What follows belongs to an exercise in optimizing a design on an open flow for small area; a production flow would make more cautious choices.
The RTL was checked by simulation tests, not by an equivalence proof against the original design.
Power is estimated from default activity; no workload was simulated.

==> design.v <==
module fir_tree(input [7:0] x0, input [111:0] d, output [14:0] ra, output [14:0] rb);
wire [7:0] dl1 = d[7:0];
wire [7:0] dl2 = d[15:8];
wire [7:0] dl3 = d[23:16];
wire [7:0] dl4 = d[31:24];
wire [7:0] dl5 = d[39:32];
wire [7:0] dl6 = d[47:40];
wire [7:0] dl7 = d[55:48];
wire [7:0] dl8 = d[63:56];
wire [7:0] dl9 = d[71:64];
wire [7:0] dl10 = d[79:72];
wire [7:0] dl11 = d[87:80];
wire [7:0] dl12 = d[95:88];
wire [7:0] dl13 = d[103:96];
wire [7:0] dl14 = d[111:104];
wire s0, c0; my_ha u_ha1(.a(~dl1[2]), .b(~dl2[2]), .s(s0), .co(c0));
wire s1, c1; my_fa u_fa2(.a(~dl1[3]), .b(~dl2[3]), .c(dl4[3]), .s(s1), .co(c1));
wire s2, c2; my_fa u_fa3(.a(dl4[2]), .b(dl5[0]), .c(dl6[3]), .s(s2), .co(c2));
wire s3, c3; my_ha u_ha4(.a(dl6[1]), .b(dl6[0]), .s(s3), .co(c3));
wire s4, c4; my_fa u_fa5(.a(~dl1[4]), .b(~dl2[4]), .c(dl4[4]), .s(s4), .co(c4));
wire s5, c5; my_fa u_fa6(.a(dl4[3]), .b(dl5[1]), .c(dl6[4]), .s(s5), .co(c5));
wire s6, c6; my_fa u_fa7(.a(dl6[2]), .b(dl6[1]), .c(dl7[0]), .s(s6), .co(c6));
wire s7, c7; my_fa u_fa8(.a(dl8[4]), .b(dl8[2]), .c(dl8[1]), .s(s7), .co(c7));
wire s8, c8; my_fa u_fa9(.a(~dl1[5]), .b(~dl2[5]), .c(dl4[5]), .s(s8), .co(c8));
wire s9, c9; my_fa u_fa10(.a(dl4[4]), .b(dl5[2]), .c(dl6[5]), .s(s9), .co(c9));
wire s10, c10; my_fa u_fa11(.a(dl6[3]), .b(dl6[2]), .c(dl7[1]), .s(s10), .co(c10));
wire s11, c11; my_fa u_fa12(.a(dl8[5]), .b(dl8[3]), .c(dl8[2]), .s(s11), .co(c11));
wire s12, c12; my_ha u_ha13(.a(dl9[2]), .b(dl10[5]), .s(s12), .co(c12));
wire s13, c13; my_fa u_fa14(.a(~dl1[6]), .b(~dl2[6]), .c(dl4[6]), .s(s13), .co(c13));
wire s14, c14; my_fa u_fa15(.a(dl4[5]), .b(dl5[3]), .c(dl6[6]), .s(s14), .co(c14));
wire s15, c15; my_fa u_fa16(.a(dl6[4]), .b(dl6[3]), .c(dl7[2]), .s(s15), .co(c15));
wire s16, c16; my_fa u_fa17(.a(dl8[6]), .b(dl8[4]), .c(dl8[3]), .s(s16), .co(c16));
wire s17, c17; my_fa u_fa18(.a(dl9[3]), .b(dl10[6]), .c(dl10[5]), .s(s17), .co(c17));
wire s18, c18; my_fa u_fa19(.a(dl1[7]), .b(dl2[7]), .c(~dl4[7]), .s(s18), .co(c18));
wire s19, c19; my_fa u_fa20(.a(dl4[6]), .b(dl5[4]), .c(~dl6[7]), .s(s19), .co(c19));
wire s20, c20; my_fa u_fa21(.a(dl6[5]), .b(dl6[4]), .c(dl7[3]), .s(s20), .co(c20));
wire s21, c21; my_fa u_fa22(.a(~dl8[7]), .b(dl8[5]), .c(dl8[4]), .s(s21), .co(c21));
wire s22, c22; my_fa u_fa23(.a(dl9[4]), .b(~dl10[7]), .c(dl10[6]), .s(s22), .co(c22));
wire s23 = ~(~dl4[7] ^ dl5[5]); wire c23 = ~dl4[7] | dl5[5];
wire s24 = ~(~dl1[1] ^ ~dl2[1]); wire c24 = ~dl1[1] | ~dl2[1];
wire s25, c25; my_ha u_ha26(.a(dl4[1]), .b(dl4[0]), .s(s25), .co(c25));
wire s26 = ~(s0 ^ dl4[2]); wire c26 = s0 | dl4[2];
wire s27, c27; my_fa u_fa28(.a(dl4[1]), .b(dl6[2]), .c(dl6[0]), .s(s27), .co(c27));
wire s28, c28; my_fa u_fa29(.a(dl8[2]), .b(dl8[0]), .c(dl10[2]), .s(s28), .co(c28));
wire s29, c29; my_fa u_fa30(.a(s1), .b(s2), .c(s3), .s(s29), .co(c29));
wire s30, c30; my_fa u_fa31(.a(dl8[3]), .b(dl8[1]), .c(dl8[0]), .s(s30), .co(c30));
wire s31, c31; my_fa u_fa32(.a(dl9[0]), .b(dl10[3]), .c(dl10[2]), .s(s31), .co(c31));
wire s32, c32; my_ha u_ha33(.a(~dl12[3]), .b(~dl13[3]), .s(s32), .co(c32));
wire s33, c33; my_fa u_fa34(.a(s4), .b(s5), .c(s6), .s(s33), .co(c33));
wire s34, c34; my_fa u_fa35(.a(s7), .b(dl9[1]), .c(dl10[4]), .s(s34), .co(c34));
wire s35, c35; my_fa u_fa36(.a(dl10[3]), .b(~dl12[4]), .c(~dl13[4]), .s(s35), .co(c35));
wire s36, c36; my_fa u_fa37(.a(~dl14[4]), .b(c1), .c(c2), .s(s36), .co(c36));
wire s37, c37; my_fa u_fa38(.a(s8), .b(s9), .c(s10), .s(s37), .co(c37));
wire s38, c38; my_fa u_fa39(.a(s11), .b(s12), .c(dl10[4]), .s(s38), .co(c38));
wire s39, c39; my_fa u_fa40(.a(~dl12[5]), .b(~dl13[5]), .c(~dl14[5]), .s(s39), .co(c39));
wire s40, c40; my_fa u_fa41(.a(c4), .b(c5), .c(c6), .s(s40), .co(c40));
wire s41, c41; my_fa u_fa42(.a(s13), .b(s14), .c(s15), .s(s41), .co(c41));
wire s42, c42; my_fa u_fa43(.a(s16), .b(s17), .c(~dl12[6]), .s(s42), .co(c42));
wire s43, c43; my_fa u_fa44(.a(~dl13[6]), .b(~dl14[6]), .c(c8), .s(s43), .co(c43));
wire s44, c44; my_fa u_fa45(.a(c9), .b(c10), .c(c11), .s(s44), .co(c44));
wire s45, c45; my_fa u_fa46(.a(s18), .b(s19), .c(s20), .s(s45), .co(c45));
wire s46, c46; my_fa u_fa47(.a(s21), .b(s22), .c(dl12[7]), .s(s46), .co(c46));
wire s47, c47; my_fa u_fa48(.a(dl13[7]), .b(dl14[7]), .c(c13), .s(s47), .co(c47));
wire s48, c48; my_fa u_fa49(.a(c14), .b(c15), .c(c16), .s(s48), .co(c48));
wire s49, c49; my_fa u_fa50(.a(s23), .b(dl6[6]), .c(dl6[5]), .s(s49), .co(c49));
wire s50, c50; my_fa u_fa51(.a(dl7[4]), .b(dl8[6]), .c(dl8[5]), .s(s50), .co(c50));
wire s51, c51; my_fa u_fa52(.a(dl9[5]), .b(~dl10[7]), .c(c18), .s(s51), .co(c51));
wire s52, c52; my_fa u_fa53(.a(c19), .b(c20), .c(c21), .s(s52), .co(c52));
wire s53, c53; my_fa u_fa54(.a(dl5[6]), .b(~dl6[7]), .c(dl6[6]), .s(s53), .co(c53));
wire s54, c54; my_ha u_ha55(.a(dl7[5]), .b(~dl8[7]), .s(s54), .co(c54));
wire s55, c55; my_fa u_fa56(.a(~dl1[0]), .b(~dl2[0]), .c(dl4[0]), .s(s55), .co(c55));
wire s56, c56; my_ha u_ha57(.a(dl6[0]), .b(dl8[0]), .s(s56), .co(c56));
wire s57, c57; my_fa u_fa58(.a(s24), .b(s25), .c(dl6[1]), .s(s57), .co(c57));
wire s58, c58; my_fa u_fa59(.a(dl8[1]), .b(dl10[1]), .c(dl10[0]), .s(s58), .co(c58));
wire s59, c59; my_ha u_ha60(.a(~dl12[1]), .b(~dl13[1]), .s(s59), .co(c59));
wire s60, c60; my_fa u_fa61(.a(s26), .b(s27), .c(s28), .s(s60), .co(c60));
wire s61, c61; my_fa u_fa62(.a(dl10[1]), .b(~dl12[2]), .c(~dl13[2]), .s(s61), .co(c61));
wire s62, c62; my_fa u_fa63(.a(~dl14[2]), .b(c24), .c(c25), .s(s62), .co(c62));
wire s63, c63; my_fa u_fa64(.a(s29), .b(s30), .c(s31), .s(s63), .co(c63));
wire s64, c64; my_fa u_fa65(.a(s32), .b(~dl14[3]), .c(c0), .s(s64), .co(c64));
wire s65, c65; my_fa u_fa66(.a(c26), .b(c27), .c(c28), .s(s65), .co(c65));
wire s66, c66; my_fa u_fa67(.a(s33), .b(s34), .c(s35), .s(s66), .co(c66));
wire s67, c67; my_fa u_fa68(.a(s36), .b(c3), .c(c29), .s(s67), .co(c67));
wire s68, c68; my_fa u_fa69(.a(c30), .b(c31), .c(c32), .s(s68), .co(c68));
wire s69, c69; my_fa u_fa70(.a(s37), .b(s38), .c(s39), .s(s69), .co(c69));
wire s70, c70; my_fa u_fa71(.a(s40), .b(c7), .c(c33), .s(s70), .co(c70));
wire s71, c71; my_fa u_fa72(.a(c34), .b(c35), .c(c36), .s(s71), .co(c71));
wire s72, c72; my_fa u_fa73(.a(s41), .b(s42), .c(s43), .s(s72), .co(c72));
wire s73, c73; my_fa u_fa74(.a(s44), .b(c12), .c(c37), .s(s73), .co(c73));
wire s74, c74; my_fa u_fa75(.a(c38), .b(c39), .c(c40), .s(s74), .co(c74));
wire s75, c75; my_fa u_fa76(.a(s45), .b(s46), .c(s47), .s(s75), .co(c75));
wire s76, c76; my_fa u_fa77(.a(s48), .b(c17), .c(c41), .s(s76), .co(c76));
wire s77, c77; my_fa u_fa78(.a(c42), .b(c43), .c(c44), .s(s77), .co(c77));
wire s78, c78; my_fa u_fa79(.a(s49), .b(s50), .c(s51), .s(s78), .co(c78));
wire s79, c79; my_fa u_fa80(.a(s52), .b(c22), .c(c45), .s(s79), .co(c79));
wire s80, c80; my_fa u_fa81(.a(c46), .b(c47), .c(c48), .s(s80), .co(c80));
wire s81, c81; my_fa u_fa82(.a(s53), .b(s54), .c(dl8[6]), .s(s81), .co(c81));
wire s82, c82; my_fa u_fa83(.a(dl9[6]), .b(c23), .c(c49), .s(s82), .co(c82));
wire s83, c83; my_fa u_fa84(.a(c50), .b(c51), .c(c52), .s(s83), .co(c83));
wire s84 = ~(~dl5[7] ^ ~dl6[7]); wire c84 = ~dl5[7] | ~dl6[7];
wire s85, c85; my_fa u_fa86(.a(dl7[6]), .b(~dl8[7]), .c(~dl9[7]), .s(s85), .co(c85));
wire s86, c86; my_ha u_ha87(.a(c53), .b(c54), .s(s86), .co(c86));
wire s87, c87; my_fa u_fa88(.a(s55), .b(s56), .c(dl10[0]), .s(s87), .co(c87));
wire s88, c88; my_fa u_fa89(.a(s57), .b(s58), .c(s59), .s(s88), .co(c88));
wire s89, c89; my_ha u_ha90(.a(~dl14[1]), .b(c55), .s(s89), .co(c89));
wire s90, c90; my_fa u_fa91(.a(s60), .b(s61), .c(s62), .s(s90), .co(c90));
wire s91, c91; my_fa u_fa92(.a(c57), .b(c58), .c(c59), .s(s91), .co(c91));
wire s92, c92; my_fa u_fa93(.a(s63), .b(s64), .c(s65), .s(s92), .co(c92));
wire s93, c93; my_fa u_fa94(.a(c60), .b(c61), .c(c62), .s(s93), .co(c93));
wire s94, c94; my_fa u_fa95(.a(s66), .b(s67), .c(s68), .s(s94), .co(c94));
wire s95, c95; my_fa u_fa96(.a(c63), .b(c64), .c(c65), .s(s95), .co(c95));
wire s96, c96; my_fa u_fa97(.a(s69), .b(s70), .c(s71), .s(s96), .co(c96));
wire s97, c97; my_fa u_fa98(.a(c66), .b(c67), .c(c68), .s(s97), .co(c97));
wire s98, c98; my_fa u_fa99(.a(s72), .b(s73), .c(s74), .s(s98), .co(c98));
wire s99, c99; my_fa u_fa100(.a(c69), .b(c70), .c(c71), .s(s99), .co(c99));
wire s100, c100; my_fa u_fa101(.a(s75), .b(s76), .c(s77), .s(s100), .co(c100));
wire s101, c101; my_fa u_fa102(.a(c72), .b(c73), .c(c74), .s(s101), .co(c101));
wire s102, c102; my_fa u_fa103(.a(s78), .b(s79), .c(s80), .s(s102), .co(c102));
wire s103, c103; my_fa u_fa104(.a(c75), .b(c76), .c(c77), .s(s103), .co(c103));
wire s104, c104; my_fa u_fa105(.a(s81), .b(s82), .c(s83), .s(s104), .co(c104));
wire s105, c105; my_fa u_fa106(.a(c78), .b(c79), .c(c80), .s(s105), .co(c105));
wire s106, c106; my_fa u_fa107(.a(s84), .b(s85), .c(s86), .s(s106), .co(c106));
wire s107, c107; my_fa u_fa108(.a(c81), .b(c82), .c(c83), .s(s107), .co(c107));
wire s108 = ~(~dl7[7] ^ c84); wire c108 = ~dl7[7] | c84;
wire s109, c109; my_ha u_ha110(.a(c85), .b(c86), .s(s109), .co(c109));
wire s110, c110; my_ha u_ha111(.a(s87), .b(~dl12[0]), .s(s110), .co(c110));
wire s111, c111; my_fa u_fa112(.a(s88), .b(s89), .c(c56), .s(s111), .co(c111));
wire s112, c112; my_fa u_fa113(.a(s90), .b(s91), .c(c88), .s(s112), .co(c112));
wire s113, c113; my_fa u_fa114(.a(s92), .b(s93), .c(c90), .s(s113), .co(c113));
wire s114, c114; my_fa u_fa115(.a(s94), .b(s95), .c(c92), .s(s114), .co(c114));
wire s115, c115; my_fa u_fa116(.a(s96), .b(s97), .c(c94), .s(s115), .co(c115));
wire s116, c116; my_fa u_fa117(.a(s98), .b(s99), .c(c96), .s(s116), .co(c116));
wire s117, c117; my_fa u_fa118(.a(s100), .b(s101), .c(c98), .s(s117), .co(c117));
wire s118, c118; my_fa u_fa119(.a(s102), .b(s103), .c(c100), .s(s118), .co(c118));
wire s119, c119; my_fa u_fa120(.a(s104), .b(s105), .c(c102), .s(s119), .co(c119));
wire s120, c120; my_fa u_fa121(.a(s106), .b(s107), .c(c104), .s(s120), .co(c120));
wire s121, c121; my_fa u_fa122(.a(s108), .b(s109), .c(c106), .s(s121), .co(c121));
wire s122, c122; my_ha u_ha123(.a(c108), .b(c109), .s(s122), .co(c122));
wire s123, c123; my_ha u_ha124(.a(s110), .b(~dl13[0]), .s(s123), .co(c123));
wire s124, c124; my_fa u_fa125(.a(s111), .b(c87), .c(c110), .s(s124), .co(c124));
wire s125, c125; my_fa u_fa126(.a(s112), .b(c89), .c(c111), .s(s125), .co(c125));
wire s126, c126; my_fa u_fa127(.a(s113), .b(c91), .c(c112), .s(s126), .co(c126));
wire s127, c127; my_fa u_fa128(.a(s114), .b(c93), .c(c113), .s(s127), .co(c127));
wire s128, c128; my_fa u_fa129(.a(s115), .b(c95), .c(c114), .s(s128), .co(c128));
wire s129, c129; my_fa u_fa130(.a(s116), .b(c97), .c(c115), .s(s129), .co(c129));
wire s130, c130; my_fa u_fa131(.a(s117), .b(c99), .c(c116), .s(s130), .co(c130));
wire s131, c131; my_fa u_fa132(.a(s118), .b(c101), .c(c117), .s(s131), .co(c131));
wire s132, c132; my_fa u_fa133(.a(s119), .b(c103), .c(c118), .s(s132), .co(c132));
wire s133, c133; my_fa u_fa134(.a(s120), .b(c105), .c(c119), .s(s133), .co(c133));
wire s134, c134; my_fa u_fa135(.a(s121), .b(c107), .c(c120), .s(s134), .co(c134));
wire s135 = ~(s122 ^ c121); wire c135 = s122 | c121;
wire s136, c136; my_ha u_ha137(.a(s123), .b(~dl14[0]), .s(s136), .co(c136));
wire s137, c137; my_fa u_fa138(.a(s124), .b(c123), .c(~x0[1]), .s(s137), .co(c137));
wire s138, c138; my_fa u_fa139(.a(s125), .b(c124), .c(~x0[2]), .s(s138), .co(c138));
wire s139, c139; my_fa u_fa140(.a(s126), .b(c125), .c(~x0[3]), .s(s139), .co(c139));
wire s140, c140; my_fa u_fa141(.a(s127), .b(c126), .c(~x0[4]), .s(s140), .co(c140));
wire s141, c141; my_fa u_fa142(.a(s128), .b(c127), .c(~x0[5]), .s(s141), .co(c141));
wire s142, c142; my_fa u_fa143(.a(s129), .b(c128), .c(~x0[6]), .s(s142), .co(c142));
wire s143, c143; my_fa u_fa144(.a(s130), .b(c129), .c(x0[7]), .s(s143), .co(c143));
wire s144, c144; my_ha u_ha145(.a(s131), .b(c130), .s(s144), .co(c144));
wire s145, c145; my_ha u_ha146(.a(s132), .b(c131), .s(s145), .co(c145));
wire s146, c146; my_ha u_ha147(.a(s133), .b(c132), .s(s146), .co(c146));
wire s147, c147; my_ha u_ha148(.a(s134), .b(c133), .s(s147), .co(c147));
wire s148, c148; my_ha u_ha149(.a(s135), .b(c134), .s(s148), .co(c148));
wire s149, c149; my_ha u_ha150(.a(c122), .b(c135), .s(s149), .co(c149));
assign ra = {c149, s149, s148, s147, s146, s145, s144, s143, s142, s141, s140, s139, s138, s137, s136};
assign rb = {1'b1, c148, c147, c146, c145, c144, c143, c142, c141, c140, c139, c138, c137, c136, ~x0[0]};
endmodule
module my_fa(input a, input b, input c, output s, output co);
assign s  = a ^ b ^ c;
assign co = (a & b) | (a & c) | (b & c);
endmodule
module my_ha(input a, input b, output s, output co);
assign s  = a ^ b;
assign co = a & b;
endmodule
module fir_cpa(input [14:0] a, input [14:0] b, output [14:0] s);
wire [15:0] c;
assign c[0] = 1'b0;
my_ha u_ha0(.a(a[0]), .b(b[0]), .s(s[0]), .co(c[1]));
genvar i;
generate for (i = 1; i < 15; i = i + 1) begin : g
    my_fa u_fa(.a(a[i]), .b(b[i]), .c(c[i]), .s(s[i]), .co(c[i+1]));
end endgenerate
endmodule
module signal_generator(input [9:0] n, input [3:0] q9, input [1:0] sel, output [7:0] x);
reg [10:0] u; always @* case(n[4:0])
  5'd0: u = 11'h1;
  5'd1: u = 11'h61;
  5'd2: u = 11'hc4;
  5'd3: u = 11'h11c;
  5'd4: u = 11'h169;
  5'd5: u = 11'h1a8;
  5'd6: u = 11'h1d9;
  5'd7: u = 11'h1f7;
  5'd8: u = 11'h203;
  5'd9: u = 11'h1f8;
  5'd10: u = 11'h1d9;
  5'd11: u = 11'h1a9;
  5'd12: u = 11'h169;
  5'd13: u = 11'h11c;
  5'd14: u = 11'hc4;
  5'd15: u = 11'h64;
  5'd16: u = 11'h1;
  5'd17: u = 11'h79c;
  5'd18: u = 11'h73c;
  5'd19: u = 11'h6e1;
  5'd20: u = 11'h697;
  5'd21: u = 11'h657;
  5'd22: u = 11'h627;
  5'd23: u = 11'h608;
  5'd24: u = 11'h5fe;
  5'd25: u = 11'h609;
  5'd26: u = 11'h627;
  5'd27: u = 11'h658;
  5'd28: u = 11'h697;
  5'd29: u = 11'h6e3;
  5'd30: u = 11'h73c;
  5'd31: u = 11'h79c;
endcase
reg [1:0] q3; always @* case(q9)
  4'd0: q3 = 2'd0;
  4'd1: q3 = 2'd1;
  4'd2: q3 = 2'd2;
  4'd3: q3 = 2'd0;
  4'd4: q3 = 2'd1;
  4'd5: q3 = 2'd2;
  4'd6: q3 = 2'd0;
  4'd7: q3 = 2'd1;
  4'd8: q3 = 2'd2;
  4'd9: q3 = 2'd0;
  4'd10: q3 = 2'd0;
  4'd11: q3 = 2'd0;
  4'd12: q3 = 2'd0;
  4'd13: q3 = 2'd0;
  4'd14: q3 = 2'd0;
  4'd15: q3 = 2'd0;
  default: q3 = 0; endcase
wire [4:0] i0 = {q3, n[2:0]};
reg [9:0] v0; always @* case(i0)
  5'd0: v0 = 10'h3fe;
  5'd1: v0 = 10'h313;
  5'd2: v0 = 10'hb4;
  5'd3: v0 = 10'h61;
  5'd4: v0 = 10'h2ff;
  5'd5: v0 = 10'h61;
  5'd6: v0 = 10'hb4;
  5'd7: v0 = 10'h313;
  5'd8: v0 = 10'h323;
  5'd9: v0 = 10'hc9;
  5'd10: v0 = 10'h43;
  5'd11: v0 = 10'h301;
  5'd12: v0 = 10'h80;
  5'd13: v0 = 10'h9b;
  5'd14: v0 = 10'h308;
  5'd15: v0 = 10'h20;
  5'd16: v0 = 10'hdd;
  5'd17: v0 = 10'h20;
  5'd18: v0 = 10'h308;
  5'd19: v0 = 10'h9e;
  5'd20: v0 = 10'h80;
  5'd21: v0 = 10'h301;
  5'd22: v0 = 10'h43;
  5'd23: v0 = 10'hc9;
  default: v0 = 0; endcase
wire [6:0] i1 = {q3, n[4:0]};
reg [9:0] v1; always @* case(i1)
  7'd0: v1 = 10'h0;
  7'd1: v1 = 10'h77;
  7'd2: v1 = 10'h328;
  7'd3: v1 = 10'h100;
  7'd4: v1 = 10'h316;
  7'd5: v1 = 10'ha0;
  7'd6: v1 = 10'h3c9;
  7'd7: v1 = 10'h3b6;
  7'd8: v1 = 10'hb3;
  7'd9: v1 = 10'h308;
  7'd10: v1 = 10'hfe;
  7'd11: v1 = 10'h339;
  7'd12: v1 = 10'h60;
  7'd13: v1 = 10'h17;
  7'd14: v1 = 10'h370;
  7'd15: v1 = 10'he0;
  7'd16: v1 = 10'h2ff;
  7'd17: v1 = 10'he0;
  7'd18: v1 = 10'h370;
  7'd19: v1 = 10'h17;
  7'd20: v1 = 10'h60;
  7'd21: v1 = 10'h339;
  7'd22: v1 = 10'hfe;
  7'd23: v1 = 10'h308;
  7'd24: v1 = 10'hb2;
  7'd25: v1 = 10'h3b6;
  7'd26: v1 = 10'h3c9;
  7'd27: v1 = 10'ha0;
  7'd28: v1 = 10'h316;
  7'd29: v1 = 10'hfd;
  7'd30: v1 = 10'h328;
  7'd31: v1 = 10'h77;
  7'd32: v1 = 10'h321;
  7'd33: v1 = 10'h88;
  7'd34: v1 = 10'h3ef;
  7'd35: v1 = 10'h398;
  7'd36: v1 = 10'hc9;
  7'd37: v1 = 10'h307;
  7'd38: v1 = 10'hf1;
  7'd39: v1 = 10'h350;
  7'd40: v1 = 10'h44;
  7'd41: v1 = 10'h38;
  7'd42: v1 = 10'h358;
  7'd43: v1 = 10'hef;
  7'd44: v1 = 10'h301;
  7'd45: v1 = 10'hd0;
  7'd46: v1 = 10'h38f;
  7'd47: v1 = 10'h3f8;
  7'd48: v1 = 10'h80;
  7'd49: v1 = 10'h32b;
  7'd50: v1 = 10'h100;
  7'd51: v1 = 10'h318;
  7'd52: v1 = 10'h9e;
  7'd53: v1 = 10'h3d8;
  7'd54: v1 = 10'h3a9;
  7'd55: v1 = 10'hbf;
  7'd56: v1 = 10'h30a;
  7'd57: v1 = 10'hf8;
  7'd58: v1 = 10'h33f;
  7'd59: v1 = 10'h58;
  7'd60: v1 = 10'h20;
  7'd61: v1 = 10'h367;
  7'd62: v1 = 10'he4;
  7'd63: v1 = 10'h300;
  7'd64: v1 = 10'hde;
  7'd65: v1 = 10'h300;
  7'd66: v1 = 10'he8;
  7'd67: v1 = 10'h367;
  7'd68: v1 = 10'h1f;
  7'd69: v1 = 10'h58;
  7'd70: v1 = 10'h33f;
  7'd71: v1 = 10'hf8;
  7'd72: v1 = 10'h30b;
  7'd73: v1 = 10'hbf;
  7'd74: v1 = 10'h3a9;
  7'd75: v1 = 10'h3d8;
  7'd76: v1 = 10'h9e;
  7'd77: v1 = 10'h318;
  7'd78: v1 = 10'h100;
  7'd79: v1 = 10'h327;
  7'd80: v1 = 10'h80;
  7'd81: v1 = 10'h3f8;
  7'd82: v1 = 10'h393;
  7'd83: v1 = 10'hd0;
  7'd84: v1 = 10'h301;
  7'd85: v1 = 10'hef;
  7'd86: v1 = 10'h358;
  7'd87: v1 = 10'h38;
  7'd88: v1 = 10'h45;
  7'd89: v1 = 10'h350;
  7'd90: v1 = 10'hf1;
  7'd91: v1 = 10'h307;
  7'd92: v1 = 10'hc9;
  7'd93: v1 = 10'h398;
  7'd94: v1 = 10'h3ef;
  7'd95: v1 = 10'h84;
  default: v1 = 0; endcase
wire [6:0] i2 = {q9, n[2:0]};
reg [9:0] v2; always @* case(i2)
  7'd0: v2 = 10'h3;
  7'd1: v2 = 10'h39f;
  7'd2: v2 = 10'hb4;
  7'd3: v2 = 10'h313;
  7'd4: v2 = 10'h100;
  7'd5: v2 = 10'h312;
  7'd6: v2 = 10'hb4;
  7'd7: v2 = 10'h39f;
  7'd8: v2 = 10'h3ab;
  7'd9: v2 = 10'haf;
  7'd10: v2 = 10'h317;
  7'd11: v2 = 10'h100;
  7'd12: v2 = 10'h30f;
  7'd13: v2 = 10'hbc;
  7'd14: v2 = 10'h393;
  7'd15: v2 = 10'h9;
  7'd16: v2 = 10'ha5;
  7'd17: v2 = 10'h31f;
  7'd18: v2 = 10'h100;
  7'd19: v2 = 10'h30e;
  7'd20: v2 = 10'hc1;
  7'd21: v2 = 10'h38a;
  7'd22: v2 = 10'h14;
  7'd23: v2 = 10'h4f;
  7'd24: v2 = 10'h323;
  7'd25: v2 = 10'hff;
  7'd26: v2 = 10'h308;
  7'd27: v2 = 10'hc9;
  7'd28: v2 = 10'h37f;
  7'd29: v2 = 10'h20;
  7'd30: v2 = 10'h43;
  7'd31: v2 = 10'h364;
  7'd32: v2 = 10'hfd;
  7'd33: v2 = 10'h307;
  7'd34: v2 = 10'hd3;
  7'd35: v2 = 10'h378;
  7'd36: v2 = 10'h29;
  7'd37: v2 = 10'h38;
  7'd38: v2 = 10'h36c;
  7'd39: v2 = 10'hd8;
  7'd40: v2 = 10'h303;
  7'd41: v2 = 10'hd8;
  7'd42: v2 = 10'h36c;
  7'd43: v2 = 10'h38;
  7'd44: v2 = 10'h29;
  7'd45: v2 = 10'h378;
  7'd46: v2 = 10'hd3;
  7'd47: v2 = 10'h304;
  7'd48: v2 = 10'hdd;
  7'd49: v2 = 10'h367;
  7'd50: v2 = 10'h43;
  7'd51: v2 = 10'h20;
  7'd52: v2 = 10'h37f;
  7'd53: v2 = 10'hc9;
  7'd54: v2 = 10'h308;
  7'd55: v2 = 10'hff;
  7'd56: v2 = 10'h35b;
  7'd57: v2 = 10'h4f;
  7'd58: v2 = 10'h14;
  7'd59: v2 = 10'h38b;
  7'd60: v2 = 10'hc1;
  7'd61: v2 = 10'h30b;
  7'd62: v2 = 10'h100;
  7'd63: v2 = 10'h31c;
  7'd64: v2 = 10'h55;
  7'd65: v2 = 10'h9;
  7'd66: v2 = 10'h393;
  7'd67: v2 = 10'hbf;
  7'd68: v2 = 10'h30f;
  7'd69: v2 = 10'h100;
  7'd70: v2 = 10'h317;
  7'd71: v2 = 10'hac;
  default: v2 = 0; endcase
wire [5:0] i3 = {q3, n[3:0]};
reg [9:0] v3; always @* case(i3)
  6'd0: v3 = 10'h3f9;
  6'd1: v3 = 10'h328;
  6'd2: v3 = 10'h30f;
  6'd3: v3 = 10'h3d0;
  6'd4: v3 = 10'hb0;
  6'd5: v3 = 10'hfe;
  6'd6: v3 = 10'h60;
  6'd7: v3 = 10'h369;
  6'd8: v3 = 10'h2fd;
  6'd9: v3 = 10'h369;
  6'd10: v3 = 10'h60;
  6'd11: v3 = 10'hfe;
  6'd12: v3 = 10'hb0;
  6'd13: v3 = 10'h3d0;
  6'd14: v3 = 10'h30f;
  6'd15: v3 = 10'h328;
  6'd16: v3 = 10'hde;
  6'd17: v3 = 10'he8;
  6'd18: v3 = 10'h20;
  6'd19: v3 = 10'h33f;
  6'd20: v3 = 10'h308;
  6'd21: v3 = 10'h3a8;
  6'd22: v3 = 10'h97;
  6'd23: v3 = 10'hf9;
  6'd24: v3 = 10'h78;
  6'd25: v3 = 10'h38f;
  6'd26: v3 = 10'h300;
  6'd27: v3 = 10'h358;
  6'd28: v3 = 10'h3f;
  6'd29: v3 = 10'hf0;
  6'd30: v3 = 10'hc8;
  6'd31: v3 = 10'h3ef;
  6'd32: v3 = 10'h321;
  6'd33: v3 = 10'h3ef;
  6'd34: v3 = 10'hc8;
  6'd35: v3 = 10'hf0;
  6'd36: v3 = 10'h3f;
  6'd37: v3 = 10'h358;
  6'd38: v3 = 10'h300;
  6'd39: v3 = 10'h38f;
  6'd40: v3 = 10'h80;
  6'd41: v3 = 10'hf9;
  6'd42: v3 = 10'h97;
  6'd43: v3 = 10'h3a8;
  6'd44: v3 = 10'h308;
  6'd45: v3 = 10'h33f;
  6'd46: v3 = 10'h20;
  6'd47: v3 = 10'he8;
  default: v3 = 0; endcase
reg [9:0] vh; reg h; always @* case(sel) 0: begin vh=v0; h=n[3]; end 1: begin vh=v1; h=n[5]; end 2: begin vh=v2; h=n[3]; end default: begin vh=v3; h=n[4]; end endcase
wire [9:0] v = vh ^ {10{h}};
wire [11:0] sum = {{1{u[10]}},u} + {{2{v[9]}},v};
wire [7:0] base = sum[10:3];
reg inc, dec; always @* begin inc=0; dec=0; case({sel,n})
  12'd0: inc=1;
  12'd48: inc=1;
  12'd96: inc=1;
  12'd120: inc=1;
  12'd192: inc=1;
  12'd216: inc=1;
  12'd312: inc=1;
  12'd384: inc=1;
  12'd768: inc=1;
  12'd792: inc=1;
  12'd816: inc=1;
  12'd840: dec=1;
  12'd888: inc=1;
  12'd1008: inc=1;
  12'd1120: dec=1;
  12'd1264: dec=1;
  12'd1360: dec=1;
  12'd1488: dec=1;
  12'd1600: dec=1;
  12'd1712: dec=1;
  12'd1872: dec=1;
  12'd1904: dec=1;
  12'd2032: dec=1;
  12'd2264: inc=1;
  12'd2408: inc=1;
  12'd2480: dec=1;
  12'd2696: inc=1;
  12'd2768: dec=1;
  12'd2912: dec=1;
  12'd3072: inc=1;
  12'd3112: inc=1;
  12'd3120: dec=1;
  12'd3128: inc=1;
  12'd3168: inc=1;
  12'd3208: inc=1;
  12'd3264: inc=1;
  12'd3320: inc=1;
  12'd3400: inc=1;
  12'd3456: inc=1;
  12'd3512: inc=1;
  12'd3784: inc=1;
  12'd3832: dec=1;
  12'd3840: inc=1;
  12'd3888: dec=1;
  12'd3896: inc=1;
  12'd3944: dec=1;
  12'd4024: dec=1;
  12'd4080: dec=1;
  12'd4088: inc=1;
  default: ; endcase end
assign x = base + {{7{dec}},inc|dec};
endmodule
module g_nand2(input a, input b, output y);  assign y = ~(a & b); endmodule
module g_nand3(input a, input b, input c, output y);  assign y = ~(a & b & c); endmodule
module g_nand4(input a, input b, input c, input d, output y);  assign y = ~(a & b & c & d); endmodule
module g_nor2(input a, input b, output y);  assign y = ~(a | b); endmodule
module g_nor4(input a, input b, input c, input d, output y);  assign y = ~(a | b | c | d); endmodule
module g_inv(input a, output y);  assign y = ~a; endmodule
module g_a222oi(input a1, input a2, input b1, input b2, input c1, input c2, output y);
    assign y = ~((a1 & a2) | (b1 & b2) | (c1 & c2));
endmodule
module ram_rdec(input [5:0] a, output [63:0] s);
wire [5:0] an;
wire [7:0] pl, ph;
genvar i, j;
generate
    for (i = 0; i < 6; i = i + 1) begin : ginv
        g_inv u(.a(a[i]), .y(an[i]));
    end
    for (i = 0; i < 8; i = i + 1) begin : gpre
        g_nand3 ul(.a(i & 1 ? a[0] : an[0]), .b(i & 2 ? a[1] : an[1]), .c(i & 4 ? a[2] : an[2]), .y(pl[i]));
        g_nand3 uh(.a(i & 1 ? a[3] : an[3]), .b(i & 2 ? a[4] : an[4]), .c(i & 4 ? a[5] : an[5]), .y(ph[i]));
    end
    for (j = 0; j < 8; j = j + 1) begin : gh
        for (i = 0; i < 8; i = i + 1) begin : gl
            g_nor2 u(.a(pl[i]), .b(ph[j]), .y(s[j*8+i]));
        end
    end
endgenerate
endmodule
module ram_rbit(input [63:0] d, input [63:0] s, output q);
wire [21:0] t;
wire [5:0] u;
wire [1:0] v;
genvar i;
generate
    for (i = 0; i < 21; i = i + 1) begin : ga
        g_a222oi ua(.a1(s[3*i]), .a2(d[3*i]), .b1(s[3*i+1]), .b2(d[3*i+1]), .c1(s[3*i+2]), .c2(d[3*i+2]), .y(t[i]));
    end
endgenerate
g_nand2 ul(.a(s[63]), .b(d[63]), .y(t[21]));
g_nand4 u0(.a(t[0]),  .b(t[1]),  .c(t[2]),  .d(t[3]),  .y(u[0]));
g_nand4 u1(.a(t[4]),  .b(t[5]),  .c(t[6]),  .d(t[7]),  .y(u[1]));
g_nand4 u2(.a(t[8]),  .b(t[9]),  .c(t[10]), .d(t[11]), .y(u[2]));
g_nand4 u3(.a(t[12]), .b(t[13]), .c(t[14]), .d(t[15]), .y(u[3]));
g_nand4 u4(.a(t[16]), .b(t[17]), .c(t[18]), .d(t[19]), .y(u[4]));
g_nand2 u5(.a(t[20]), .b(t[21]), .y(u[5]));
g_nor4  v0(.a(u[0]), .b(u[1]), .c(u[2]), .d(u[3]), .y(v[0]));
g_nor2  v1(.a(u[4]), .b(u[5]), .y(v[1]));
g_nand2 w0(.a(v[0]), .b(v[1]), .y(q));
endmodule
module top_full_design
    #(
        parameter NB_ADDR = 6,
        parameter NB_DATA = 8
    )
    (
        output [NB_DATA - 1 : 0] o_log_data_from_ram,
        output o_log_ram_full,
        input [2:0] i_enable,
        input [1:0] i_sel,
        input i_reset,
        input clock
    );
reg [9:0] gen_cnt;
reg [3:0] gen_q9;
wire gen_clr = ~i_reset | ~i_enable[0];
always @(posedge clock or posedge gen_clr) begin
    if (gen_clr) begin
        gen_cnt <= 10'd0;
        gen_q9  <= 4'd0;
    end else begin
        gen_cnt <= gen_cnt + 10'd1;
        gen_q9  <= (&gen_cnt || gen_q9 == 4'd8) ? 4'd0 : gen_q9 + 4'd1;
    end
end
reg [1:0] sel_prev;
reg [1:0] sel;
always @(posedge clock) begin
    if (~i_reset) begin
        sel_prev <= 2'b00;
        sel      <= 2'b00;
    end else begin
        sel_prev <= i_sel;
        sel      <= sel ^ (i_sel & ~sel_prev);
    end
end
wire [7:0] x0;
signal_generator u_gen (.n(gen_cnt), .q9(gen_q9), .sel(sel), .x(x0));
reg [7:0] dl [1:14];
integer i;
always @(posedge clock) begin
    if (~i_reset) begin
        for (i = 1; i <= 14; i = i + 1) dl[i] <= 8'd0;
    end else if (i_enable[0]) begin
        dl[1] <= x0;
        for (i = 1; i < 14; i = i + 1) dl[i+1] <= dl[i];
    end
end
wire [14:0] ra, rb;
fir_tree u_tree(.x0(x0), .d({dl[14], dl[13], dl[12], dl[11], dl[10], dl[9], dl[8],
                            dl[7], dl[6], dl[5], dl[4], dl[3], dl[2], dl[1]}),
                .ra(ra), .rb(rb));
reg [14:0] ra_r, rb_r;
always @(posedge clock) begin
    ra_r <= ra;
    rb_r <= rb;
end
wire [14:0] acc;
fir_cpa u_cpa(.a(ra_r), .b(rb_r), .s(acc));
wire sat_ok = (acc[14] == acc[13]);
wire [7:0] y = sat_ok ? {acc[14], acc[12:6]} : {acc[14], {7{~acc[14]}}};
reg [7:0] y2, y3;
always @(posedge clock) begin
    y2 <= y;
    y3 <= y2;
end
reg        run;
reg [5:0]  wc;
reg        full;
wire       wc_last = &wc;
always @(posedge clock) begin
    if (~i_reset)      run <= 1'b0;
    else if (~run)     run <= i_enable[1] & ~full;
    else               run <= ~wc_last;
    if (~run) wc <= 6'd0;
    else      wc <= wc + 6'd1;
    if (~i_reset | ~i_enable[1]) full <= 1'b0;
    else if (wc_last)            full <= 1'b1;
end
reg [7:0] mem [0:63];
always @(posedge clock) begin
    if (run) mem[wc] <= y3;
end
reg [5:0] rd_addr;
reg       rd_inc, rd_rstn;
wire [5:0] rd_cnt = rd_rstn ? rd_addr + {5'd0, rd_inc} : 6'd0;
reg [7:0] rd_data, dout;
wire [63:0] rd_sel;
wire [7:0] rd_mux;
wire [511:0] mem_flat;
genvar gw, gb;
generate
    for (gw = 0; gw < 64; gw = gw + 1) begin : gmem
        assign mem_flat[gw*8 +: 8] = mem[gw];
    end
    for (gb = 0; gb < 8; gb = gb + 1) begin : grd
        wire [63:0] col;
        for (gw = 0; gw < 64; gw = gw + 1) begin : gc
            assign col[gw] = mem_flat[gw*8 + gb];
        end
        ram_rbit u_rbit(.d(col), .s(rd_sel), .q(rd_mux[gb]));
    end
endgenerate
ram_rdec u_rdec(.a(rd_addr), .s(rd_sel));
always @(posedge clock) begin
    rd_rstn <= i_reset;
    rd_inc  <= i_enable[2];
    rd_addr <= rd_cnt;
    rd_data <= rd_mux;
    dout    <= rd_data;
end
assign o_log_data_from_ram = dout;
assign o_log_ram_full = full;
endmodule
==> config.mk <==
export PLATFORM = sky130hd
export DESIGN_NAME = top_full_design
export DESIGN_NICKNAME = top_full_design
export VERILOG_FILES = /design/flow/design.v
export SDC_FILE = /design/flow/constraint.sdc
export NUM_CORES = 4
export LEC_CHECK = 0
export CAP_MARGIN = 20
export CORE_MARGIN = 2
export CORE_UTILIZATION = 40
export SLEW_MARGIN = 20
export SYNTH_HIERARCHICAL = 1
export SYNTH_MEMORY_MAX_BITS = 16384
==> constraint.sdc <==
create_clock -name core_clock -period 8.0 [get_ports {clock}]
set_input_delay 1.6000 -clock core_clock [delete_from_list [all_inputs] [get_ports {clock}]]
set_output_delay 1.6000 -clock core_clock [all_outputs]
set_load 0.01 [all_outputs]
==> run.sh <==
#!/bin/bash
# synth_recipe.tcl (not shown) runs the flow's synth.tcl, then flattens the netlist and writes it again
# the make line also repeats each setting of config.mk as NAME=value (left out here)
make -C /OpenROAD-flow-scripts/flow DESIGN_CONFIG=/design/flow/config.mk WORK_HOME=/design/flow/orfs CLKGATE_MAP_FILE= SYNTH_SCRIPT=/design/flow/synth_recipe.tcl finish
==> results by group, run 1 <==
Setup path
  – WP data required: 8.50 ns
  – CP peak stage delay: 0.44 ns
  – Crit. End Element: register
  – Crit path max-delay family: compound AO/OA/AOI/OAI gates
  – Largest fanout on the critical path: 17
  – Crit start category: register
  – Worst Path Arrival: 7.89 ns
  – Critical path type: reg -> reg
  – CP startpoint: gen_cnt[0]
  – Worst Path Buf+Inv: 4
  – Crit path max-delay cell type: fa_1
  – R2r startpoint: gen_cnt[0]

Power and ir drop
  – Logic pwr share: 17.2%
  – Worst VDD drop: 0.000212 V
  – Flop pwr share: 46.3%
  – Clock share of power: 36.5%
  – Switch Pwr: 2680 µW
  – Int Power: 7330 µW
  – Switch share: 26.7%
  – Cell Pwr Density: 260 mW/mm²
  – Leakage: 0.0133 µW

STA
  – RSZ-0062 raised after global routing: no
  – Max_slew headroom: 38.3%
  – Slew Limit Fails: 0
  – Post-route minimum period: 7.39 ns
  – Tcrit/Tclk final: 92.4%
  – Setup Viol. Count Final: 0
  – Tightest Pin Transition: 0.926 ns
  – Setup TNS: 0 ns
  – Clk_skew: 0.0236 ns
  – Peak Freq: 135 MHz
  – Final-report hold violation count: 0

Placed design
  – GP Congestion: 0.941
  – Detailed Place HPWL: 62.1 mm
  – I/O Buffers: 15
  – Area post-placement: 0.0358 mm²

Cells and area
  – Final Cell Area: 0.0385 mm²
  – Nets: 2929
  – P&R area growth vs syn: 10.9%
  – # fillers: 7738
  – # diodes: 0
  – Register area: 0.0196 mm²
  – Multi-input logic area: 0.0138 mm²
  – Share of post-route cells with drive strength above 1: 8.67%

Detailed routing
  – Post-route DRC: 0
  – Vias per cell: 5.94
  – ANT nets after route: 0
  – First-pass DRT Iterations: 9
  – Via count: 23.4k
  – Iteration-0 DRC count of the detailed router: 2984
  – Routed len/inst: 23.8 µm
  – DRT Wirelength: 93.5 mm

Floorplan
  – Row cnt: 108
  – Die width: 299 µm
  – Core ar.: 0.0863 mm²
  – Die Height: 299 µm
  – DIE AREA: 0.0892 mm²
  – IO Pins: 16
  – Initial core utilization: 40.2%

Synth
  – Yosys reg bits: 720
  – Syn_area_per_cell: 12.7 µm²
  – EDFF count, synth: 512
  – Sequential area share after synthesis: 56.5%
  – Synth warnings: 9
  – Top_reg_cell synth: edfxtp_1
  – Leading area contributor after synthesis: edfxtp_1
  – Most common library cells after synthesis: edfxtp_1, nor2_1, dfxtp_1, a222oi_1, nand2_1
  – Synth Cell Area: 0.0347 mm²
  – Top-count cell post-synth: edfxtp_1
  – Share of flip-flops with an asynchronous set or reset: 1.94%
  – Post-Syn Instances: 2736
  – Cell variety after synth: 93
  – Post-Syn Nets: 2950
  – Ranking of synthesized cells by area: edfxtp_1, dfxtp_1, fa_1
  – Synth top area share: 44.3%

Global routing
  – Initial antenna violation count: 0
  – Number of global-route vias before repair: 22.9k
  – Remaining Overflow, GRT: 0
  – Total GRT Usage: 20.8%
  – Global-route wire length before repair: 143 mm
  – Largest net degree at the start of global routing: 66

Clocking
  – Clock sinks: 720
  – Worst-path clk slew: 0.06 ns
  – CTS HTree Levels: 3
  – Clock latency (worst-skew pair): 0.64 ns
  – Max Buffers Root-to-Sink: 3
  – Clock Root Buffer: clkbuf_16
  – CTS buffer count: 77
  – Setup Buffers After CTS: 0
  – Cts repair resizes: 0
  – Hold_buf cts: 0
  – CTS tree: yes

Outcome
  – Status: no timing/DRC/antenna violations

Min path
  – Worst Hold Launch: y2[3]
  – Worst Hold Class: reg -> reg

Run
  – Max-Cap Viols: 0
[logic make-up (layout without fill, tap and decap cells)]
family | count (synthesis) | count (layout) | share of synthesized area (%)
simple gates | 804 | 804 | 11.6
fa+ha+maj | 207 | 207 | 10.4
xor+xnor | 46 | 46 | 1.20
compound gates | 551 | 551 | 12.2
other cells | 1 | 1 | 0.0108
mux | 134 | 134 | 4.16
buf+inv | 273 | 317 | 3.87
flops | 720 | 720 | 56.5
[Yosys stat by module (local to each module, per instance), excerpt]
| module | cell area [µm²] | flip-flops and latches |
|---|---|---|
| g_a222oi | 10.0 | 0 |
| my_ha | 12.5 | 0 |
| my_fa | 20.0 | 0 |
| g_nand3 | 5.00 | 0 |
| g_nand4 | 6.26 | 0 |
| g_nor4 | 12.5 | 0 |
| g_inv | 3.75 | 0 |
| top_full_design | 22800 | 720 |
[layer usage]
layer  wire length (µm)  vias up  track usage [%]
li1                   -    10400                -
met1              38900    11700             28.8
met2              43700     1137             33.2
met3               7360      212             2.98
met4               3530        0             7.87
met5                  0        -                0
[worst reg2reg max path, delay by kind of cell, from the launching register on]
| family | cells | cell delay [ns] |
|---|---|---|
| AO/OA/AOI/OAI | 16 | 3.57 |
| XOR/XNOR | 5 | 1.07 |
| adder cells (fa/ha/maj) | 4 | 1.16 |
| buffers and inverters | 4 | 0.63 |
| flip-flops | 1 | 0.34 |
| AND/OR/NAND/NOR | 4 | 0.51 |
[flip-flops by register name (all words and copies together) (netlist names)]
register,flops
sel_prev,2
rb_r,15
sel,2
ra_r,15
dl,112
full,1
mem,512
wc,6
y3,8
run,1
gen_cnt,10
y2,8
rd_data,8
rd_addr,6
rd_rstn,1
rd_inc,1
gen_q9,4
dout,8
[placed cells by master (no fill, tap or decap), types with 11 or more instances in the layout]
cell / instances
o21ai_0: 98
ha_1: 69
edfxtp_1: 512
a222oi_1: 168
dfxtp_1: 186
mux2i_1: 125
nand4_1: 52
a221oi_1: 11
nand2b_1: 24
xnor2_1: 31
a311oi_1: 19
a31oi_1: 23
nor3_1: 40
clkbuf_1: 16
fa_1: 138
o211ai_1: 22
a21oi_1: 81
and2_1: 22
inv_1: 93
nor2b_1: 134
nand3_1: 59
nor2_1: 247
clkbuf_16: 79
nand2_1: 160
xor2_1: 14
buf_4: 61
a211oi_1: 19
clkdlybuf4s50_1: 13
[final timing paths]
kind / end / slack [ns] / cells after the start
max: ra_r[7] / 0.61 / 33
min: y3[3] / 0.33 / 0
max reg2reg: ra_r[7] / 0.61 / 33
min reg2reg: y3[3] / 0.33 / 0
max in group asynchronous: gen_cnt[2] / 5.52 / 2
min in group asynchronous: gen_cnt[8] / 1.61 / 2
[cell type report]
class | count | share of cell area [%]
Timing Repair Buffer | 78 | 1.69
Multi-Input combinational cell | 1743 | 35.8
Tap cell | 1155 | 3.75
Clock buffer | 104 | 5.61
Inverter | 95 | 0.933
Sequential cell | 720 | 51.0
Clock inverter | 40 | 1.25
[metrics by stage]
| stage | std cells | util (%) | power, µW | worst slack, ns | hold WS [ns] |
|---|---|---|---|---|---|
| finish | 3935 | 44.6 | 10000 | 0.609 | 0.325 |
| global route | 3935 | 44.6 | 10500 | 0.0128 | 0.326 |
| CTS | 3935 | 44.6 | 10200 | 0.470 | 0.323 |
| detailed placement | 3791 | 41.5 | 6490 | 0.524 | 0.312 |
| global placement | 3791 | 41.5 | 6430 | 0.539 | 0.312 |
| floorplan | 2736 | - | 6190 | 0.292 | 0.310 |
[power groups by stage]
stage / Sequential, µW / Clock, µW / Combinational (µW)
5_1_grt: 4650 / 3870 / 1970
3_5_place_dp: 4720 / 0 / 1780
3_3_place_gp: 4710 / 0 / 1720
4_1_cts: 4640 / 3730 / 1790
2_1_floorplan: 4880 / 0 / 1300
6_report: 4630 / 3650 / 1720
==> inputs of run 2 (changes only) <==
--- a/config.mk
+++ b/config.mk
@@ -10,2 +10,5 @@
 export CORE_UTILIZATION = 40
+export CTS_BUF_LIST = sky130_fd_sc_hd__clkbuf_16
+export CTS_CLUSTER_DIAMETER = 100
+export CTS_CLUSTER_SIZE = 30
 export SLEW_MARGIN = 20
==> run 2 against run 1 <==
Effect of this change: first-iteration DRC count decreased by 4.3%; highest routed layer unchanged; non-clock buffer count is the same; largest power group unchanged; register-to-register slack better by 0.03 ns; design area is 4.4% lower.
==> results by group, run 2 <==
Cells and area
  – Commonest cells after routing, fill and taps aside: edfxtp_1, nor2_1, dfxtp_1
  – Max reg flops: 512 (unchanged)
  – Nets: 2882 (-1.6%)
  – # diodes: 0 (unchanged)
  – Share of post-route cells with drive strength above 1: 5.95% (-2.7 points)
  – Most common cell after layout, fill and taps aside: edfxtp_1
  – Most flops, register: mem
  – Top flop regs: mem: 512 flops, dl: 112 flops
  – Non-Filler Instances: 3845 (-2.3%)
  – # fillers: 7903 (+2.1%)
  – Post-layout util: 42.6% (-1.9 points)
  – P&R area growth vs syn: 6.07%

Synth
  – Synth warnings: 9 (unchanged)
  – Share of flip-flops with an asynchronous set or reset: 1.94% (unchanged)
  – Synth Cell Area: 0.0347 mm² (unchanged)
  – Most common library cells after synthesis: edfxtp_1, nor2_1, dfxtp_1, a222oi_1, nand2_1
  – Synth top area share: 44.3% (unchanged)
  – Sequential area share after synthesis: 56.5% (unchanged)
  – Post-Syn Instances: 2736 (unchanged)
  – EDFF count, synth: 512 (unchanged)
  – Post-Syn Nets: 2950 (unchanged)
  – Leading area contributor after synthesis: edfxtp_1
  – Top-count cell post-synth: edfxtp_1
  – Top_reg_cell synth: edfxtp_1
  – Syn_area_per_cell: 12.7 µm² (unchanged)
  – Cell variety after synth: 93 (unchanged)
  – Yosys reg bits: 720 (unchanged)
  – Ranking of synthesized cells by area: edfxtp_1, dfxtp_1, fa_1

Global routing
  – Met3 Track Usage GR: 2.39% (-0.59 points)
  – Global-route wire length before repair: 141 mm (-1.5%)
  – GR met2 Demand/Resource: 32.8% (-0.34 points)
  – GR peak layer: met2
  – Total GRT Usage: 20.3% (-0.46 points)
  – Remaining Overflow, GRT: 0 (unchanged)
  – Number of global-route vias before repair: 22.5k (-2.0%)
  – Largest net degree at the start of global routing: 66 (unchanged)
  – Initial antenna violation count: 0 (unchanged)
  – GR Util met1: 28.7% (-0.061 points)

STA
  – Tightest Pin Transition: 0.939 ns (+0.0131 ns)
  – Setup Viol. Count Final: 0 (unchanged)
  – RSZ-0062 raised after global routing: no
  – Final-report hold violation count: 0 (unchanged)
  – Max_slew headroom: 37.4% (-0.87 points)
  – Clk_skew: 0.0273 ns (+0.00369 ns)
  – Slew Limit Fails: 0 (unchanged)
  – Tcrit/Tclk final: 92.0% (-0.41 points)
  – Setup TNS: 0 ns (unchanged)
  – Post-route minimum period: 7.36 ns (-0.0329 ns)
  – Peak Freq: 136 MHz (+0.45%)

Run
  – Max-Cap Viols: 0 (unchanged)

Clocking
  – Setup Buffers After CTS: 0 (unchanged)
  – Worst-path clk slew: 0.11 ns (+0.05 ns)
  – CTS tree: yes
  – CTS buffer count: 30 (-61%)
  – CTS HTree Levels: 1 (-2)
  – Max Buffers Root-to-Sink: 3 (unchanged)
  – Clock latency (worst-skew pair): 0.66 ns (+0.02 ns)
  – Clock sinks: 720 (unchanged)
  – Clock Root Buffer: clkbuf_16

Setup path
  – Largest fanout on the critical path: 17 (unchanged)
  – Worst Path Arrival: 7.89 ns (about the same)
  – Crit start category: register
  – Crit path max-delay cell type: fa_1
  – Crit. End Element: register
  – CP peak stage delay: 0.44 ns (about the same)
  – Critical path type: reg -> reg
  – WP data required: 8.53 ns (+0.03 ns)

Power and ir drop
  – Cell Pwr Density: 224 mW/mm² (-14%)
  – Leakage: 0.0125 µW (-5.7%)
  – Tot Pwr: 8260 µW (-18%)
  – Worst VDD drop: 0.000188 V (-11%)

Detailed routing
  – Vias per cell: 5.99 (+0.83%)
  – DRT Wirelength: 92.4 mm (-1.2%)
  – Routed len/inst: 24.0 µm (+1.1%)
  – Post-route DRC: 0 (unchanged)
  – Via count: 23.0k (-1.5%)
  – ANT nets after route: 0 (unchanged)
  – Iteration-0 DRC count of the detailed router: 2855 (-4.3%)
  – First-pass DRT Iterations: 10 (+1)

Floorplan
  – DIE AREA: 0.0892 mm² (unchanged)
  – Initial core utilization: 40.2% (unchanged)
  – Die width: 299 µm (unchanged)
  – Row cnt: 108 (unchanged)
  – Die Height: 299 µm (unchanged)
  – Core ar.: 0.0863 mm² (unchanged)
  – IO Pins: 16 (unchanged)

Placed design
  – GP Congestion: 0.941 (unchanged)
  – I/O Buffers: 15 (unchanged)
  – Post-Place Cells: 3791 (unchanged)
  – Detailed Place HPWL: 62.1 mm (unchanged)

Outcome
  – Status: no timing/DRC/antenna violations

Min path
  – Worst Hold Class: reg -> reg
[run 2: cell counts after synthesis]
Identical to the previous run, type by type.
[run 2: what timing repair did]
| item | in CTS | in global routing |
|---|---|---|
| resized for setup | 0 | 7 |
| hold endpoints to repair | 0 | 0 |
| hold buffers | 0 | 0 |
| setup endpoints to repair | 0 | 2 |
[run 2: metrics by stage]
step / hold WS (ns) / cell area (µm²) / setup WS [ns]
after CTS: 0.331 / 36800 / 0.489
after global routing: 0.338 / 36800 / 0.0422
final: 0.325 / 36800 / 0.642
after floorplan: 0.310 / 34700 / 0.292
after global placement: 0.312 / 35800 / 0.539
after detailed placement: 0.312 / 35800 / 0.524
[run 2: final cells by class]
type / instances / area (µm²) / share of cell area (%)
Timing Repair Buffer: 78 / 651 / 1.77
Multi-Input combinational cell: 1743 / 13800 / 37.4
Clock inverter: 23 / 185 / 0.503
Clock buffer: 31 / 776 / 2.11
Tap cell: 1155 / 1450 / 3.92
Inverter: 95 / 359 / 0.975
Sequential cell: 720 / 19600 / 53.3
[run 2: critical path, delay by kind of cell (launching register included)]
kind                       cells  cell delay (ns)
adders and majority gates      4             1.23
xor gates and xnor gates       5             1.00
and+or+nand+nor                4             0.51
buffers and inverters          4             0.62
AOI/OAI and AO/OA             16             3.55
DFF                            1             0.35
[run 2: layer usage]
| metal | up-vias | part of all wire, % |
|---|---|---|
| li1 | 10200 | - |
| met1 | 11500 | 42 |
| met2 | 1101 | 47 |
| met3 | 184 | 7.5 |
| met4 | 0 | 3.5 |
| met5 | - | 0 |
[run 2: final timing paths]
| kind | startpoint | endpoint | slack, ns | cells after the start |
|---|---|---|---|---|
| setup / recovery | gen_cnt[0] | ra_r[7] | 0.64 | 33 |
| hold / removal | y2[7] | y3[7] | 0.33 | 0 |
| setup reg to reg | gen_cnt[0] | ra_r[7] | 0.64 | 33 |
| hold reg to reg | y2[7] | y3[7] | 0.33 | 0 |
| max in group asynchronous | i_enable[0] | gen_cnt[2] | 5.54 | 2 |
| min in group asynchronous | i_reset | gen_cnt[3] | 1.59 | 2 |
[run 2: report_power, final]
part / leakage (µW) / switching (µW) / internal [µW]
sequential: 0.00633 / 75.1 / 4550
clock: 0.000522 / 1160 / 739
combinational: 0.00564 / 1130 / 597
[run 2: per-module statistics from Yosys (local to each module, per instance), excerpt]
module            flip-flops and latches  times used
fir_tree                               0           1
g_a222oi                               0         168
g_inv                                  0           6
g_nand2                                0          24
g_nand3                                0          16
g_nand4                                0          40
g_nor2                                 0          72
g_nor4                                 0           8
my_fa                                  0         137
my_ha                                  0          22
signal_generator                       0           1
top_full_design                      720           1
[run 2: kinds of logic after synthesis]
logic type	share of synthesized area [%]
AOI/OAI and AO/OA	12.2
xor gates and xnor gates	1.20
adders and majority gates	10.4
buffers and inverters	3.87
DFF	56.5
muxes	4.16
other	0.0108
and+or+nand+nor	11.6
==> inputs of run 3 (changes only) <==
--- a/config.mk
+++ b/config.mk
@@ -10,5 +10,5 @@
 export CORE_UTILIZATION = 40
-export CTS_BUF_LIST = sky130_fd_sc_hd__clkbuf_16
-export CTS_CLUSTER_DIAMETER = 100
-export CTS_CLUSTER_SIZE = 30
+export CTS_BUF_LIST = sky130_fd_sc_hd__clkbuf_8
+export CTS_CLUSTER_DIAMETER = 60
+export CTS_CLUSTER_SIZE = 16
 export SLEW_MARGIN = 20
==> run 3 against run 2 <==
Effect of this change: design area rose by 0.82%; clock skew rose by 0.017 ns; first-iteration DRC count rose by 7.4%; synthesized area did not move; maximum frequency fell by 0.39%; critical path type unchanged; largest power group unchanged; still clean; die area did not move.
==> results by group, run 3 <==
STA
  – Max_slew headroom: 36.1% (-1.3 points)
  – Tightest Pin Transition: 0.951 ns (+0.0127 ns)
  – RSZ-0062 raised after global routing: no
  – Final-report hold violation count: 0 (unchanged)
  – Tcrit/Tclk final: 92.3% (+0.36 points)
  – Setup Viol. Count Final: 0 (unchanged)
  – Peak Freq: 135 MHz (-0.39%)
  – Setup TNS: 0 ns (unchanged)
  – Slew Limit Fails: 0 (unchanged)
  – Setup ws final: 0.613 ns (-0.0290 ns)
  – Clk_skew: 0.0442 ns (+0.0169 ns)
  – Post-route minimum period: 7.39 ns (+0.0290 ns)

Setup path
  – WP data required: 8.59 ns (+0.06 ns)
  – R2r startpoint: gen_cnt[0]
  – R2R cell count: 33 (unchanged)
  – Critical path type: reg -> reg
  – Largest fanout on the critical path: 17 (unchanged)
  – R2r endpoint: ra_r[7]
  – Crit. End Element: register
  – Worst Path Arrival: 7.98 ns (+0.09 ns)
  – R2R Setup Slk: 0.61 ns (-0.03 ns)
  – Crit start category: register
  – CP peak stage delay: 0.44 ns (about the same)
  – Crit path max-delay cell type: fa_1

Detailed routing
  – Via count: 23.2k (+0.80%)
  – DRT Wirelength: 93.2 mm (+0.86%)
  – Vias per cell: 5.94 (-0.77%)
  – ANT nets after route: 0 (unchanged)
  – Post-route DRC: 0 (unchanged)
  – First-pass DRT Iterations: 6 (-4)
  – Iteration-0 DRC count of the detailed router: 3067 (+7.4%)
  – Routed len/inst: 23.9 µm (-0.72%)

Placed design
  – I/O Buffers: 15 (unchanged)
  – Pre-CTS setup slack: 0.524 ns (unchanged)
  – GP Congestion: 0.941 (unchanged)
  – Detailed Place HPWL: 62.1 mm (unchanged)

Cells and area
  – Share of post-route cells with drive strength above 1: 7.71% (+1.8 points)
  – Most flops, register: mem
  – P&R area growth vs syn: 6.94%
  – Top flop regs: mem: 512 flops, dl: 112 flops
  – Commonest cells after routing, fill and taps aside: edfxtp_1, nor2_1, dfxtp_1
  – Nets: 2913 (+1.1%)
  – Max reg flops: 512 (unchanged)
  – Most common cell after layout, fill and taps aside: edfxtp_1

Synth
  – Ranking of synthesized cells by area: edfxtp_1, dfxtp_1, fa_1
  – Synth warnings: 9 (unchanged)
  – Leading area contributor after synthesis: edfxtp_1
  – Post-Syn Nets: 2950 (unchanged)
  – Yosys reg bits: 720 (unchanged)
  – Synth top area share: 44.3% (unchanged)
  – Syn_area_per_cell: 12.7 µm² (unchanged)
  – Top-count cell post-synth: edfxtp_1
  – Synth Cell Area: 0.0347 mm² (unchanged)
  – Sequential area share after synthesis: 56.5% (unchanged)
  – Share of flip-flops with an asynchronous set or reset: 1.94% (unchanged)
  – Top_reg_cell synth: edfxtp_1
  – Most common library cells after synthesis: edfxtp_1, nor2_1, dfxtp_1, a222oi_1, nand2_1
  – EDFF count, synth: 512 (unchanged)
  – Cell variety after synth: 93 (unchanged)
  – Post-Syn Instances: 2736 (unchanged)

Floorplan
  – Die width: 299 µm (unchanged)
  – Die Height: 299 µm (unchanged)
  – IO Pins: 16 (unchanged)
  – Initial core utilization: 40.2% (unchanged)
  – Row cnt: 108 (unchanged)
  – Core ar.: 0.0863 mm² (unchanged)
  – DIE AREA: 0.0892 mm² (unchanged)

Clocking
  – Max Buffers Root-to-Sink: 3 (unchanged)
  – Clock sinks: 720 (unchanged)
  – CTS buffer count: 61 (+100%)
  – CTS tree: yes
  – Hold_buf cts: 0 (unchanged)
  – Clock Root Buffer: clkbuf_8
  – Worst-path clk slew: 0.10 ns (about the same)
  – Clock latency (worst-skew pair): 0.74 ns (+0.08 ns)
  – CTS HTree Levels: 2 (+1)
  – Setup Buffers After CTS: 0 (unchanged)

Outcome
  – Status: no timing/DRC/antenna violations

Global routing
  – Total GRT Usage: 20.6% (+0.28 points)
  – Global-route wire length before repair: 142 mm (+0.88%)
  – Initial antenna violation count: 1 (+1)
  – Remaining Overflow, GRT: 0 (unchanged)
  – Number of global-route vias before repair: 22.7k (+1.1%)
  – Largest net degree at the start of global routing: 66 (unchanged)

Run
  – Max-Cap Viols: 0 (unchanged)

Min path
  – Worst Hold Class: reg -> reg
  – Worst Hold Launch: y2[2]
  – WHS Endpoint: y3[2]
  – Hold path depth: 0 (unchanged)

Power and ir drop
  – Leakage: 0.0127 µW (+1.5%)
  – Worst VDD drop: 0.000204 V (+8.4%)
  – Cell Pwr Density: 229 mW/mm² (+2.1%)
[run 3: cell count changes in the layout (fill, tap and decap cells not counted), sizes merged]
| cell | previous run | this run |
|---|---|---|
| clkbuf | 31 | 62 |
| clkinv | 2 | 8 |
| inv | 116 | 132 |
| bufinv | 0 | 2 |
| diode | 0 | 1 |
| clkinvlp | 0 | 5 |
[run 3: layout make-up]
class,count,area [µm²]
well taps,1155,1450
inverters,95,359
clock inverters,52,405
diodes,1,2.50
clock buffers,62,853
repair buffers,78,651
fillers,7910,49200
multi-input cells,1743,13800
flip-flops and latches,720,19600
[run 3: critical path: cells and delay by family, from the launching register on]
kind / cells / cell delay (ns)
AO/OA/AOI/OAI: 16 / 3.55
XOR/XNOR: 5 / 1.00
adder cells (fa/ha/maj): 4 / 1.22
buffers and inverters: 4 / 0.63
flip-flops: 1 / 0.35
AND/OR/NAND/NOR: 4 / 0.52
[run 3: Yosys stat by module, one instance, submodules excluded, a selection]
module,cells,area [µm²],flip-flops and latches
g_nand3,1,5.00,0
g_nor2,1,3.75,0
signal_generator,966,5850,0
g_nor4,1,12.5,0
g_a222oi,1,10.0,0
g_inv,1,3.75,0
g_nand2,1,3.75,0
my_fa,1,20.0,0
my_ha,1,12.5,0
g_nand4,1,6.26,0
top_full_design,1180,22800,720
fir_tree,97,526,0
[run 3: how the worst max path moves through the flow]
stage / from / end / slack, ns / depth (start not counted)
floorplan: gen_q9[1] / ra_r[7] / 0.29 / 35
global placement: gen_cnt[1] / ra_r[7] / 0.54 / 30
detailed placement: gen_q9[1] / ra_r[7] / 0.52 / 31
CTS: gen_q9[1] / ra_r[7] / 0.47 / 31
global route: gen_cnt[0] / ra_r[7] / 0.02 / 32
finish: gen_cnt[0] / ra_r[7] / 0.61 / 33
[run 3: routing by layer]
| metal | share of wire, % | vias to the layer above | track usage (%) | routed length [µm] |
|---|---|---|---|---|
| met5 | 0 | - | 0 | 0 |
| met4 | 3.6 | 0 | 7.26 | 3320 |
| met3 | 7.7 | 195 | 2.88 | 7160 |
| met2 | 47 | 1107 | 33.0 | 43500 |
| met1 | 42 | 11600 | 28.7 | 39200 |
| li1 | - | 10300 | - | - |
[run 3: stage by stage]
| step | power, µW | cell area [µm²] | cells | hold slack [ns] | utilization [%] |
|---|---|---|---|---|---|
| 6_report | 8500 | 37100 | 3906 | 0.308 | 43.0 |
| 3_5_place_dp | 6490 | 35800 | 3791 | 0.312 | 41.5 |
| 5_1_grt | 8960 | 37100 | 3906 | 0.314 | 43.0 |
| 4_1_cts | 8640 | 37100 | 3905 | 0.296 | 43.0 |
| 2_1_floorplan | 6190 | 34700 | 2736 | 0.310 | - |
| 3_3_place_gp | 6430 | 35800 | 3791 | 0.312 | 41.5 |
[run 3: what timing repair did]
action / CTS / global route
gates resized for setup: 0 / 7
hold endpoints to repair: 0 / 0
setup endpoints to repair: 0 / 2
[run 3: power by group]
part	leakage [µW]	internal [µW]	switching, µW
Combinational	0.00564	596	1120
Clock	0.000715	840	1310
Sequential	0.00633	4550	75.1
[run 3: logic make-up (layout without fill, tap and decap cells)]
logic type | after synthesis | count (layout) | share of synthesized area, %
other cells | 1 | 2 | 0.0108
buf+inv | 273 | 287 | 3.87
compound gates | 551 | 551 | 12.2
simple gates | 804 | 804 | 11.6
flops | 720 | 720 | 56.5
fa+ha+maj | 207 | 207 | 10.4
mux | 134 | 134 | 4.16
xor+xnor | 46 | 46 | 1.20

## afterwards: timing with drivers on the ports
Ports are ideal in the flow. The routed layouts listed here were re-timed in OpenROAD.
Step 1 assumes that a clkbuf_16 drives the clock port and a buf_2 every other input.
Step 2, shift: input delay + t, output delay - t, t = (earliest + latest rising clock arrival at the registers) / 2. This alone moves slack from input paths to output paths.
Three values: ideal, step 1, step 2; two values: the first two.
run	t (ns)	slack for setup (ns)	hold slack, ns
run 1	0.682	0.609 / 0.609 / 0.609	0.325 / 0.325 / 0.325
run 2	0.710	0.642 / 0.642 / 0.642	0.325 / 0.325 / 0.325
run 3	0.774	0.613 / 0.613 / 0.613	0.308 / 0.308 / 0.308
After both steps setup and hold are still met in every run listed.
